This is an optimization exercise on Yosys and OpenROAD, whose aim is small area, a short achievable clock period and few clock cycles, not a production implementation. Power is estimated from default activity; no workload was simulated.

// ariscv
module ariscv #(
   parameter NBW_ACLK      = 6,
   parameter NBW_INST      = 32,
   parameter NBW_REGISTER  = 32,
   parameter NBW_ADDR      = 5,
   parameter NBW_PC        = 32
)(
   input  logic                        clk,
   input  logic                        rst_async_n,
   input  logic [NBW_INST-1:0]         i_inst,
   output logic [NBW_PC-1:0]           o_pc,
   output logic [NBW_REGISTER-1:0]     o_writeData,
   output logic [NBW_REGISTER-1:0]     o_writeAddr,
   output logic                        o_memWrite,
   output logic [2:0]                  o_writeWidth,
   input  logic [NBW_REGISTER-1:0]     i_readData
);
export LEC_CHECK = 0
export CAP_MARGIN = 20
export CORE_MARGIN = 2
export CORE_UTILIZATION = 55
export PLACE_DENSITY = 0.7
export SLEW_MARGIN = 20
create_clock -name core_clock -period 11.0 [get_ports {clk}]
standard.sh (not shown) runs the stock make flow with config.mk's settings and CLKGATE_MAP_FILE= SYNTH_SCRIPT=/design/flow/synth_recipe.tcl, a recipe that flattens the netlist after the stock synthesis.
==> flow/flow/run.sh <==
#!/bin/bash
# The standard layout (standard.sh: its synthesis and ORFS steps, its SDC),
# with these changes to how the layout is made:
#  - the resizer is asked for more setup slack than the 11 ns clock needs;
#  - no gate cloning in timing repair (clones added after the last design
#    repair could leave slew violations);
#  - CTS without dummy loads;
#  - ports buffered with buf_2 instead of the default delay buffer.
# ORFS writes each step's log under orfs/logs/; make's output goes to flow.log.
set -o pipefail
bash standard.sh SETUP_SLACK_MARGIN=7 SKIP_GATE_CLONING=1 \
  "CTS_ARGS=-sink_clustering_enable -repair_clock_nets -dont_use_dummy_load" \
  "BUFFER_PORTS_ARGS=-buffer_cell sky130_fd_sc_hd__buf_2" \
  finish > flow.log 2>&1
==> next run, changes <==
--- a/flow/config.mk
+++ b/flow/config.mk
@@ -9,4 +9,3 @@
 export CORE_MARGIN = 2
-export CORE_UTILIZATION = 55
-export PLACE_DENSITY = 0.7
+export CORE_UTILIZATION = 40
 export SLEW_MARGIN = 20
Outcome:
- clock skew increases by 29 ps
- cell area barely changes
- total power decreases by 0.81%
- fmax increases by about 2.4%
- sequential power stays flat
- synthesized area stays the same
- setup slack is better by 98 ps
==> next run, changes <==
--- a/flow/flow/run.sh
+++ b/flow/flow/run.sh
@@ -6,3 +6,3 @@
 #    repair could leave slew violations);
-#  - CTS without dummy loads;
+#  - CTS without dummy loads, and with smaller clock buffers;
 #  - ports buffered with buf_2 instead of the default delay buffer.
@@ -11,3 +11,3 @@
 bash standard.sh SETUP_SLACK_MARGIN=7 SKIP_GATE_CLONING=1 \
-  "CTS_ARGS=-sink_clustering_enable -repair_clock_nets -dont_use_dummy_load" \
+  "CTS_ARGS=-sink_clustering_enable -repair_clock_nets -dont_use_dummy_load -buf_list {sky130_fd_sc_hd__clkbuf_4 sky130_fd_sc_hd__clkbuf_8}" \
   "BUFFER_PORTS_ARGS=-buffer_cell sky130_fd_sc_hd__buf_2" \
Effect: Routed wire length went up by 0.55%. Hold slack is about the same. Worst setup slack degrades by 65 ps. Cell count goes up by 0.94%. Via count went up by 0.68%. Sequential power hardly moves. Total power falls by 3.2%. Non-clock buffer count fell by 1. Global-route usage goes up by 0.26 points. Design area is lower by 0.63%. Clock skew climbs by 25 ps.
No run of this note included a check of the RTL's function; only the layout flow was run.


Setup of JK:
ariscv, a different RTL version from the one above (not shown whole).
For scale: roughly 4500 cells after synthesis, about 170 I/O pins.
export LEC_CHECK = 0
export CAP_MARGIN = 20
export CORE_MARGIN = 2
export CORE_UTILIZATION = 40
export SLEW_MARGIN = 20
create_clock -name core_clock -period 11.0 [get_ports {clk}]
==> flow/flow/run.sh <==
#!/bin/bash
# The standard layout (standard.sh: its synthesis and ORFS steps, its SDC),
# with these changes to how the layout is made:
#  - the resizer is asked for more setup slack than the 11 ns clock needs;
#  - no gate cloning in timing repair (clones added after the last design
#    repair could leave slew violations);
#  - CTS without dummy loads, and with smaller clock buffers;
#  - ports buffered with buf_2 instead of the default delay buffer.
# ORFS writes each step's log under orfs/logs/; make's output goes to flow.log.
set -o pipefail
bash standard.sh SETUP_SLACK_MARGIN=7 SKIP_GATE_CLONING=1 \
  "CTS_ARGS=-sink_clustering_enable -repair_clock_nets -dont_use_dummy_load -buf_list {sky130_fd_sc_hd__clkbuf_4 sky130_fd_sc_hd__clkbuf_8}" \
  "BUFFER_PORTS_ARGS=-buffer_cell sky130_fd_sc_hd__buf_2" \
  finish > flow.log 2>&1
In JK the implementation completed, yet the final layout does not meet the checks, the culprit being max-capacitance violations, max-slew violations.
Changes in MS relative to JK:
- CAP_MARGIN changed from 20 to 35
- SLEW_MARGIN changed from 20 to 35
--- outcome ---
- Every stage of the flow completed for MS, and the final layout passed the timing, DRC and antenna checks.
- Sum of internal, switching and leakage power delta (JK -> MS): insignificant
- Looking at MS and JK, the routed wire length is a wash.
- Summary of MS over JK: total via count after detailed routing held steady, setup slack shrank by 0.015 ns, total met3 wirelength after detailed routing held steady.
--- input diff MS..AL ---
diff --git a/flow/flow/run.sh b/flow/flow/run.sh
--- a/flow/flow/run.sh
+++ b/flow/flow/run.sh
@@ -4 +4,2 @@
-#  - the resizer is asked for more setup slack than the 11 ns clock needs;
+#  - the resizer is asked for more setup slack than the 11 ns clock needs,
+#    working on the worst fifth of the endpoints;
@@ -11 +12 @@
-bash standard.sh SETUP_SLACK_MARGIN=7 SKIP_GATE_CLONING=1 \
+bash standard.sh SETUP_SLACK_MARGIN=7 SKIP_GATE_CLONING=1 TNS_END_PERCENT=20 \
Notes after the runs:
- Achievable frequency, AL and MS: higher on MS
- x_b[8] as the launching instance or port of the critical path was reported by MS, and x_a[31] by AL.
- AL -> MS: placed standard-cell area flat
- The wire length of the first global-routing pass in AL sits about 0.8% above the value recorded for MS.
- Compared to MS, AL has count of buffering cells on the critical path with inverters included 3 lower.
- AL -> MS: top-level port count delta 0, exact match
- Re final cycle utilization of the critical path: AL is 2.2 points up on MS.
- Row maximum ir drop on the vdd rail: AL higher / MS lower
--- input diff AL..TR ---
==> flow/flow/run.sh <==
#!/bin/bash
# The standard layout (standard.sh: its synthesis and ORFS steps, its SDC),
# with these changes to how the layout is made:
#  - the resizer is asked for more setup slack than the 11 ns clock needs;
#  - no gate cloning in timing repair (clones added after the last design
#    repair could leave slew violations);
#  - CTS without dummy loads, with larger sink clusters;
#  - ports buffered with buf_2 instead of the default delay buffer.
# ORFS writes each step's log under orfs/logs/; make's output goes to flow.log.
set -o pipefail
bash standard.sh SETUP_SLACK_MARGIN=7 SKIP_GATE_CLONING=1 \
  "CTS_ARGS=-sink_clustering_enable -repair_clock_nets -dont_use_dummy_load -sink_clustering_size 25 -sink_clustering_max_diameter 100 -buf_list {sky130_fd_sc_hd__clkbuf_8 sky130_fd_sc_hd__clkbuf_16}" \
  "BUFFER_PORTS_ARGS=-buffer_cell sky130_fd_sc_hd__buf_2" \
  finish > flow.log 2>&1
==> summary.txt <==
TR: flow completed, timing, DRC and antenna clean
met1 layer wirelength in the final routing sits lower in TR than in AL.
Measured against each other, TR and AL differ in count of plain and timing-repair buffers, the lower figure coming from AL.
Sort TR and AL by sum of routed wire length over all layers asc -> top: TR
TR against AL: fraction of the core area covered by cells at the end of the flow shrank by 0.65 points, hold slack grew by 0.0092 ns, area added between synthesis and finish shrank by 1.6 points, final critical delay including setup and external delays shrank by 0.33 ns.
Function was not checked in any run of this note: the RTL went through the layout flow alone.

-- static timing again, ports no longer ideal --
The results above use ideal ports. As a check the final layouts listed here were re-extracted and re-timed, cells and wires unchanged. Step 1 sets driving cells, clkbuf_16 on the clock port and buf_2 on the other inputs (assumed; they add their load-dependent delay and slew). Step 2, shift: input delay + t, output delay - t, t = (earliest + latest rising clock arrival at the registers) / 2. This alone moves slack from input paths to output paths. Slacks: ideal / step 1 / step 2; pairs: ideal / step 1.
run | t, ns | slack for setup (ns) | clock arrival spread, ns | slew at the worst register clock pin (ns)
the first run of note 1 | 0.816 | 6.815 / 6.815 / 6.187 | 0.102 / 0.102 | 0.06 / 0.06
the second run of note 1 | 0.795 | 6.914 / 6.914 / 6.293 | 0.131 / 0.131 | 0.07 / 0.07
the third run of note 1 | 0.992 | 6.849 / 6.849 / 6.119 | 0.159 / 0.159 | 0.07 / 0.07
JK | 0.988 | 6.943 / 6.943 / 6.251 | 0.165 / 0.165 | 0.07 / 0.07
MS | 0.960 | 6.928 / 6.928 / 6.250 | 0.141 / 0.141 | 0.07 / 0.07
AL | 0.974 | 6.690 / 6.690 / 6.228 | 0.137 / 0.137 | 0.07 / 0.07
TR | 0.771 | 7.023 / 7.023 / 6.262 | 0.132 / 0.132 | 0.11 / 0.11
For TR, which loses most, drivers alone change the setup slack by 0.000 ns; drivers and shift together by -0.761 ns.
